Background: an optimization exercise with open tools, aiming at small area and a short achievable clock period. Do not read the settings as production practice.
In this exercise RTL edits were held to simulation tests only and were not proved equivalent to the original.

==> build 90: inputs <==
Design div32p2, start of the top module:
module div32p2(
    input  wire [63:0] x,
    input  wire [31:0] d,
    output wire [31:0] q,
    output wire [31:0] r,
    input  wire        clk,
    input  wire        rstn);
    wire sa0_q;
    wire [31:0] sa0_pn;
    dstep u_sa0 (.p(x[63:32]), .b(x[31]), .d(d), .q(sa0_q), .pn(sa0_pn));
    wire sa1_q;
    wire [31:0] sa1_pn;
    dstep u_sa1 (.p(sa0_pn), .b(x[30]), .d(d), .q(sa1_q), .pn(sa1_pn));
    wire sa2_q;
    wire [31:0] sa2_pn;
    dstep u_sa2 (.p(sa1_pn), .b(x[29]), .d(d), .q(sa2_q), .pn(sa2_pn));
    wire sa3_q;
    wire [31:0] sa3_pn;
    dstep u_sa3 (.p(sa2_pn), .b(x[28]), .d(d), .q(sa3_q), .pn(sa3_pn));
    wire sa4_q;
    wire [31:0] sa4_pn;
    dstep u_sa4 (.p(sa3_pn), .b(x[27]), .d(d), .q(sa4_q), .pn(sa4_pn));
    wire sa5_q;
    wire [31:0] sa5_pn;
    dstep u_sa5 (.p(sa4_pn), .b(x[26]), .d(d), .q(sa5_q), .pn(sa5_pn));
    wire sa6_q;
    wire [31:0] sa6_pn;
    dstep u_sa6 (.p(sa5_pn), .b(x[25]), .d(d), .q(sa6_q), .pn(sa6_pn));
    wire sa7_q;
    wire [31:0] sa7_pn;
    dstep u_sa7 (.p(sa6_pn), .b(x[24]), .d(d), .q(sa7_q), .pn(sa7_pn));
    reg [31:0] p1;
    reg [31:0] d1;
    reg [23:0] x1;
    reg [31:24] q1;
    always @(posedge clk) begin
        p1 <= sa7_pn;
        d1 <= d;
        x1 <= x[23:0];
        q1 <= {sa0_q, sa1_q, sa2_q, sa3_q, sa4_q, sa5_q, sa6_q, sa7_q};
    end
    wire sb0_q;
    wire [31:0] sb0_pn;
    dstep u_sb0 (.p(p1), .b(x1[23]), .d(d1), .q(sb0_q), .pn(sb0_pn));
    wire sb1_q;
    wire [31:0] sb1_pn;
    dstep u_sb1 (.p(sb0_pn), .b(x1[22]), .d(d1), .q(sb1_q), .pn(sb1_pn));
    wire sb2_q;
    wire [31:0] sb2_pn;
    dstep u_sb2 (.p(sb1_pn), .b(x1[21]), .d(d1), .q(sb2_q), .pn(sb2_pn));
    wire sb3_q;
    wire [31:0] sb3_pn;
    dstep u_sb3 (.p(sb2_pn), .b(x1[20]), .d(d1), .q(sb3_q), .pn(sb3_pn));
    wire sb4_q;
    wire [31:0] sb4_pn;
    dstep u_sb4 (.p(sb3_pn), .b(x1[19]), .d(d1), .q(sb4_q), .pn(sb4_pn));
    wire sb5_q;
    wire [31:0] sb5_pn;
    dstep u_sb5 (.p(sb4_pn), .b(x1[18]), .d(d1), .q(sb5_q), .pn(sb5_pn));
    wire sb6_q;
    wire [31:0] sb6_pn;
    dstep u_sb6 (.p(sb5_pn), .b(x1[17]), .d(d1), .q(sb6_q), .pn(sb6_pn));
    wire sb7_q;
    wire [31:0] sb7_pn;
    dstep u_sb7 (.p(sb6_pn), .b(x1[16]), .d(d1), .q(sb7_q), .pn(sb7_pn));
    wire sb8_q;
  ...
Settings: LEC_CHECK=0, ABC_AREA=1, CAP_MARGIN=50, CORE_MARGIN=2, CORE_UTILIZATION=45, GPL_TIMING_DRIVEN=0, PLACE_DENSITY=0.6, SLEW_MARGIN=70, SYNTH_HIERARCHICAL=1; clock period 95.0 ns.
standard.sh (not shown) runs the stock make flow with config.mk's settings and CLKGATE_MAP_FILE= SYNTH_SCRIPT=/design/flow/synth_recipe.tcl, a recipe that flattens the netlist after the stock synthesis.
==> flow/flow/run.sh <==
#!/bin/bash
# The standard layout (the standard.sh, synthesis unchanged), with ORFS's timing repair
# asked to leave 64 ns of setup slack at the design's clock period: it sizes up and
# buffers the long paths further than it does by default (which stops at 0 ns).
set -euo pipefail
export SETUP_SLACK_MARGIN=64
bash standard.sh > standard.log 2>&1
==> trial 62 (differences from build 90) <==
==> flow/flow/run.sh (replaced) <==
#!/bin/bash
# Standard layout, unchanged (probe run).
bash standard.sh > standard.log 2>&1
==> build 43 (differences from build 90) <==
--- a/flow/design.v
+++ b/flow/design.v
@@ -1,10 +1,10 @@
 `default_nettype none
-module dstep (
+module dstep_td (
     input  wire [31:0] p,
     input  wire        b,
     input  wire [31:0] d,
     output wire        q,
     output wire [31:0] pn);
     wire [32:0] r_a = {p, b};
     wire [32:0] r_bb = {1'b0, d};
     wire [32:0] r_g = r_a & ~r_bb;
@@ -112,54 +112,173 @@
     wire r_s31 = (r_a[31] ^ (r_G42 ? r_t[30] : r_g[30])) ^ ~r_bb[31];
     wire r_s32 = (r_a[32] ^ r_G31) ^ ~r_bb[32];
     wire [32:0] r_s = {r_s32, r_s31, r_s30, r_s29, r_s28, r_s27, r_s26, r_s25, r_s24, r_s23, r_s22, r_s21, r_s20, r_s19, r_s18, r_s17, r_s16, r_s15, r_s14, r_s13, r_s12, r_s11, r_s10, r_s9, r_s8, r_s7, r_s6, r_s5, r_s4, r_s3, r_s2, r_s1, r_s0};
     wire r_q = ~r_s[32];
     wire [31:0] r_pn = r_q ? r_s[31:0] : r_a[31:0];
     assign q = r_q;
     assign pn = r_pn;
 endmodule
+module dstep (
+    input  wire [31:0] p,
+    input  wire        b,
+    input  wire [31:0] d,
+    output wire        q,
+    output wire [31:0] pn);
+    wire [32:0] r_a = {p, b};
+    wire [32:0] r_nb = {1'b1, d};   
+    wire [32:0] r_g = r_a & r_nb;
+    wire [32:0] r_t = r_a | r_nb;
+    wire r_G1 = r_g[1] | (r_t[1] & r_a[0]) | (r_t[1] & r_nb[0]);
+    wire r_G2 = r_g[3] | (r_t[3] & r_g[2]);
+    wire r_P2 = r_t[3] & r_t[2];
+    wire r_G3 = r_g[5] | (r_t[5] & r_g[4]);
+    wire r_P3 = r_t[5] & r_t[4];
+    wire r_G4 = r_g[7] | (r_t[7] & r_g[6]);
+    wire r_P4 = r_t[7] & r_t[6];
+    wire r_G5 = r_g[9] | (r_t[9] & r_g[8]);
+    wire r_P5 = r_t[9] & r_t[8];
+    wire r_G6 = r_g[11] | (r_t[11] & r_g[10]);
+    wire r_P6 = r_t[11] & r_t[10];
+    wire r_G7 = r_g[13] | (r_t[13] & r_g[12]);
+    wire r_P7 = r_t[13] & r_t[12];
+    wire r_G8 = r_g[15] | (r_t[15] & r_g[14]);
+    wire r_P8 = r_t[15] & r_t[14];
+    wire r_G9 = r_g[17] | (r_t[17] & r_g[16]);
+    wire r_P9 = r_t[17] & r_t[16];
+    wire r_G10 = r_g[19] | (r_t[19] & r_g[18]);
+    wire r_P10 = r_t[19] & r_t[18];
+    wire r_G11 = r_g[21] | (r_t[21] & r_g[20]);
+    wire r_P11 = r_t[21] & r_t[20];
+    wire r_G12 = r_g[23] | (r_t[23] & r_g[22]);
+    wire r_P12 = r_t[23] & r_t[22];
+    wire r_G13 = r_g[25] | (r_t[25] & r_g[24]);
+    wire r_P13 = r_t[25] & r_t[24];
+    wire r_G14 = r_g[27] | (r_t[27] & r_g[26]);
+    wire r_P14 = r_t[27] & r_t[26];
+    wire r_G15 = r_g[29] | (r_t[29] & r_g[28]);
+    wire r_P15 = r_t[29] & r_t[28];
+    wire r_G16 = r_g[31] | (r_t[31] & r_g[30]);
+    wire r_P16 = r_t[31] & r_t[30];
+    wire r_G17 = r_G2 | (r_P2 & r_G1);
+    wire r_G18 = r_G4 | (r_P4 & r_G3);
+    wire r_P18 = r_P4 & r_P3;
+    wire r_G19 = r_G6 | (r_P6 & r_G5);
+    wire r_P19 = r_P6 & r_P5;
+    wire r_G20 = r_G8 | (r_P8 & r_G7);
+    wire r_P20 = r_P8 & r_P7;
+    wire r_G21 = r_G10 | (r_P10 & r_G9);
+    wire r_P21 = r_P10 & r_P9;
+    wire r_G22 = r_G12 | (r_P12 & r_G11);
+    wire r_P22 = r_P12 & r_P11;
+    wire r_G23 = r_G14 | (r_P14 & r_G13);
+    wire r_P23 = r_P14 & r_P13;
+    wire r_G24 = r_G16 | (r_P16 & r_G15);
+    wire r_P24 = r_P16 & r_P15;
+    wire r_G25 = r_G18 | (r_P18 & r_G17);
+    wire r_G26 = r_G20 | (r_P20 & r_G19);
+    wire r_P26 = r_P20 & r_P19;
+    wire r_G27 = r_G22 | (r_P22 & r_G21);
+    wire r_P27 = r_P22 & r_P21;
+    wire r_G28 = r_G24 | (r_P24 & r_G23);
+    wire r_P28 = r_P24 & r_P23;
+    wire r_G29 = r_G26 | (r_P26 & r_G25);
+    wire r_G30 = r_G28 | (r_P28 & r_G27);
+    wire r_P30 = r_P28 & r_P27;
+    wire r_G31 = r_G30 | (r_P30 & r_G29);
+    wire r_G32 = r_G27 | (r_P27 & r_G29);
+    wire r_G33 = r_G19 | (r_P19 & r_G25);
+    wire r_G34 = r_G21 | (r_P21 & r_G29);
+    wire r_G35 = r_G23 | (r_P23 & r_G32);
+    wire r_G36 = r_G3 | (r_P3 & r_G17);
+    wire r_G37 = r_G5 | (r_P5 & r_G25);
+    wire r_G38 = r_G7 | (r_P7 & r_G33);
+    wire r_G39 = r_G9 | (r_P9 & r_G29);
+    wire r_G40 = r_G11 | (r_P11 & r_G34);
+    wire r_G41 = r_G13 | (r_P13 & r_G32);
+    wire r_G42 = r_G15 | (r_P15 & r_G35);
+    wire [32:0] r_c = {r_G31, r_g[30], r_G42, r_g[28], r_G35, r_g[26], r_G41, r_g[24], r_G32, r_g[22], r_G40, r_g[20], r_G34, r_g[18], r_G39, r_g[16], r_G29, r_g[14], r_G38, r_g[12], r_G33, r_g[10], r_G37, r_g[8], r_G25, r_g[6], r_G36, r_g[4], r_G17, r_g[2], r_G1, r_t[0], 1'b1};
+    wire r_s0 = (r_a[0] ^ 1'b1) ^ r_nb[0];
+    wire r_s1 = (r_a[1] ^ (1'b1 ? r_t[0] : r_g[0])) ^ r_nb[1];
+    wire r_s2 = (r_a[2] ^ r_G1) ^ r_nb[2];
+    wire r_s3 = (r_a[3] ^ (r_G1 ? r_t[2] : r_g[2])) ^ r_nb[3];
+    wire r_s4 = (r_a[4] ^ r_G17) ^ r_nb[4];
+    wire r_s5 = (r_a[5] ^ (r_G17 ? r_t[4] : r_g[4])) ^ r_nb[5];
+    wire r_s6 = (r_a[6] ^ r_G36) ^ r_nb[6];
+    wire r_s7 = (r_a[7] ^ (r_G36 ? r_t[6] : r_g[6])) ^ r_nb[7];
+    wire r_s8 = (r_a[8] ^ r_G25) ^ r_nb[8];
+    wire r_s9 = (r_a[9] ^ (r_G25 ? r_t[8] : r_g[8])) ^ r_nb[9];
+    wire r_s10 = (r_a[10] ^ r_G37) ^ r_nb[10];
+    wire r_s11 = (r_a[11] ^ (r_G37 ? r_t[10] : r_g[10])) ^ r_nb[11];
+    wire r_s12 = (r_a[12] ^ r_G33) ^ r_nb[12];
+    wire r_s13 = (r_a[13] ^ (r_G33 ? r_t[12] : r_g[12])) ^ r_nb[13];
+    wire r_s14 = (r_a[14] ^ r_G38) ^ r_nb[14];
+    wire r_s15 = (r_a[15] ^ (r_G38 ? r_t[14] : r_g[14])) ^ r_nb[15];
+    wire r_s16 = (r_a[16] ^ r_G29) ^ r_nb[16];
+    wire r_s17 = (r_a[17] ^ (r_G29 ? r_t[16] : r_g[16])) ^ r_nb[17];
+    wire r_s18 = (r_a[18] ^ r_G39) ^ r_nb[18];
+    wire r_s19 = (r_a[19] ^ (r_G39 ? r_t[18] : r_g[18])) ^ r_nb[19];
+    wire r_s20 = (r_a[20] ^ r_G34) ^ r_nb[20];
+    wire r_s21 = (r_a[21] ^ (r_G34 ? r_t[20] : r_g[20])) ^ r_nb[21];
+    wire r_s22 = (r_a[22] ^ r_G40) ^ r_nb[22];
+    wire r_s23 = (r_a[23] ^ (r_G40 ? r_t[22] : r_g[22])) ^ r_nb[23];
+    wire r_s24 = (r_a[24] ^ r_G32) ^ r_nb[24];
+    wire r_s25 = (r_a[25] ^ (r_G32 ? r_t[24] : r_g[24])) ^ r_nb[25];
+    wire r_s26 = (r_a[26] ^ r_G41) ^ r_nb[26];
+    wire r_s27 = (r_a[27] ^ (r_G41 ? r_t[26] : r_g[26])) ^ r_nb[27];
+    wire r_s28 = (r_a[28] ^ r_G35) ^ r_nb[28];
+    wire r_s29 = (r_a[29] ^ (r_G35 ? r_t[28] : r_g[28])) ^ r_nb[29];
+    wire r_s30 = (r_a[30] ^ r_G42) ^ r_nb[30];
+    wire r_s31 = (r_a[31] ^ (r_G42 ? r_t[30] : r_g[30])) ^ r_nb[31];
+    wire r_s32 = (r_a[32] ^ r_G31) ^ r_nb[32];
+    wire [32:0] r_s = {r_s32, r_s31, r_s30, r_s29, r_s28, r_s27, r_s26, r_s25, r_s24, r_s23, r_s22, r_s21, r_s20, r_s19, r_s18, r_s17, r_s16, r_s15, r_s14, r_s13, r_s12, r_s11, r_s10, r_s9, r_s8, r_s7, r_s6, r_s5, r_s4, r_s3, r_s2, r_s1, r_s0};
+    wire r_q = ~r_s[32];
+    wire [31:0] r_pn = r_q ? r_s[31:0] : r_a[31:0];
+    assign q = r_q;
+    assign pn = r_pn;
+endmodule
 module div32p2(
     input  wire [63:0] x,
     input  wire [31:0] d,
     output wire [31:0] q,
     output wire [31:0] r,
     input  wire        clk,
     input  wire        rstn);
+    wire [31:0] dn = ~d;
     wire sa0_q;
     wire [31:0] sa0_pn;
-    dstep u_sa0 (.p(x[63:32]), .b(x[31]), .d(d), .q(sa0_q), .pn(sa0_pn));
+    dstep_td u_sa0 (.p(x[63:32]), .b(x[31]), .d(d), .q(sa0_q), .pn(sa0_pn));
     wire sa1_q;
     wire [31:0] sa1_pn;
-    dstep u_sa1 (.p(sa0_pn), .b(x[30]), .d(d), .q(sa1_q), .pn(sa1_pn));
+    dstep_td u_sa1 (.p(sa0_pn), .b(x[30]), .d(d), .q(sa1_q), .pn(sa1_pn));
     wire sa2_q;
     wire [31:0] sa2_pn;
-    dstep u_sa2 (.p(sa1_pn), .b(x[29]), .d(d), .q(sa2_q), .pn(sa2_pn));
+    dstep_td u_sa2 (.p(sa1_pn), .b(x[29]), .d(d), .q(sa2_q), .pn(sa2_pn));
     wire sa3_q;
     wire [31:0] sa3_pn;
-    dstep u_sa3 (.p(sa2_pn), .b(x[28]), .d(d), .q(sa3_q), .pn(sa3_pn));
+    dstep_td u_sa3 (.p(sa2_pn), .b(x[28]), .d(d), .q(sa3_q), .pn(sa3_pn));
     wire sa4_q;
     wire [31:0] sa4_pn;
-    dstep u_sa4 (.p(sa3_pn), .b(x[27]), .d(d), .q(sa4_q), .pn(sa4_pn));
+    dstep_td u_sa4 (.p(sa3_pn), .b(x[27]), .d(d), .q(sa4_q), .pn(sa4_pn));
     wire sa5_q;
     wire [31:0] sa5_pn;
-    dstep u_sa5 (.p(sa4_pn), .b(x[26]), .d(d), .q(sa5_q), .pn(sa5_pn));
+    dstep_td u_sa5 (.p(sa4_pn), .b(x[26]), .d(d), .q(sa5_q), .pn(sa5_pn));
     wire sa6_q;
     wire [31:0] sa6_pn;
-    dstep u_sa6 (.p(sa5_pn), .b(x[25]), .d(d), .q(sa6_q), .pn(sa6_pn));
+    dstep_td u_sa6 (.p(sa5_pn), .b(x[25]), .d(d), .q(sa6_q), .pn(sa6_pn));
     wire sa7_q;
     wire [31:0] sa7_pn;
-    dstep u_sa7 (.p(sa6_pn), .b(x[24]), .d(d), .q(sa7_q), .pn(sa7_pn));
+    dstep_td u_sa7 (.p(sa6_pn), .b(x[24]), .d(d), .q(sa7_q), .pn(sa7_pn));
     reg [31:0] p1;
-    reg [31:0] d1;
+    reg [31:0] d1;   
     reg [23:0] x1;
     reg [31:24] q1;
     always @(posedge clk) begin
         p1 <= sa7_pn;
-        d1 <= d;
+        d1 <= dn;
         x1 <= x[23:0];
         q1 <= {sa0_q, sa1_q, sa2_q, sa3_q, sa4_q, sa5_q, sa6_q, sa7_q};
     end
     wire sb0_q;
     wire [31:0] sb0_pn;
     dstep u_sb0 (.p(p1), .b(x1[23]), .d(d1), .q(sb0_q), .pn(sb0_pn));
     wire sb1_q;
     wire [31:0] sb1_pn;
@@ -205,17 +324,17 @@
     dstep u_sb14 (.p(sb13_pn), .b(x1[9]), .d(d1), .q(sb14_q), .pn(sb14_pn));
     wire sb15_q;
     wire [31:0] sb15_pn;
     dstep u_sb15 (.p(sb14_pn), .b(x1[8]), .d(d1), .q(sb15_q), .pn(sb15_pn));
     wire sb16_q;
     wire [31:0] sb16_pn;
     dstep u_sb16 (.p(sb15_pn), .b(x1[7]), .d(d1), .q(sb16_q), .pn(sb16_pn));
     reg [31:0] p2;
-    reg [31:0] d2;
+    reg [31:0] d2;   
     reg [6:0] x2;
     reg [31:7] q2;
     reg        rz;   
     always @(posedge clk) begin
         p2 <= sb16_pn;
         d2 <= d1;
         x2 <= x1[6:0];
         q2 <= {q1, sb0_q, sb1_q, sb2_q, sb3_q, sb4_q, sb5_q, sb6_q, sb7_q, sb8_q, sb9_q, sb10_q, sb11_q, sb12_q, sb13_q, sb14_q, sb15_q, sb16_q};
==> flow/flow/run.sh (replaced) <==
#!/bin/bash
# The standard layout (the standard.sh, synthesis unchanged), except that the port
# buffers that placement inserts on every input and output are sky130_fd_sc_hd__buf_2
# instead of the delay cell clkdlybuf4s50_1 the default picks.
set -euo pipefail
export BUFFER_PORTS_ARGS="-buffer_cell sky130_fd_sc_hd__buf_2"
bash standard.sh > standard.log 2>&1
Settings changed: CORE_UTILIZATION 45 to 38, PLACE_DENSITY 0.6 to 0.85.
==> comparison <==
Sequential cell count is the same in build 90 and build 43.
Design area: build 43 < trial 62 < build 90.
Sequential share of layout area: trial 62 is higher than build 90 (0.64 points).
Against build 43, the synthesized cell count of trial 62 is higher by 5.4%.
Wire length, lowest first: build 43, trial 62, build 90.
Of build 90 and build 43, build 90 has the higher worst hold slack (gap 0.0045 ns).
Setup slack, lowest first: build 43, trial 62, build 90.

-- port drivers added, routing unchanged --
No port has a modelled driver above. Below, the same layouts with a new extraction and two added sets of constraints.
Step 1, drivers: a clkbuf_16 drives clk and a buf_2 each remaining input, both assumed.
Step 2 also shifts input and output timing later by t, the mid clock arrival at the registers, as if the neighbouring blocks saw the same clock.
Three values: ideal ports, drivers, drivers and shift; two values: the first two.
| run | shift t [ns] | setup WS [ns] | hold WS [ns] |
|---|---|---|---|
| build 90 | 0.645 | 63.022 / 62.958 / 62.396 | 0.332 / 0.333 / 0.333 |
| trial 62 | 0.638 | 62.028 / 61.948 / 61.478 | 0.332 / 0.332 / 0.332 |
| build 43 | 0.611 | 61.846 / 61.769 / 61.888 | 0.328 / 0.328 / 0.328 |
After both steps every run listed still meets setup and hold. For build 90, which loses most, drivers alone change the setup slack by -0.064 ns; drivers and shift together by -0.626 ns.
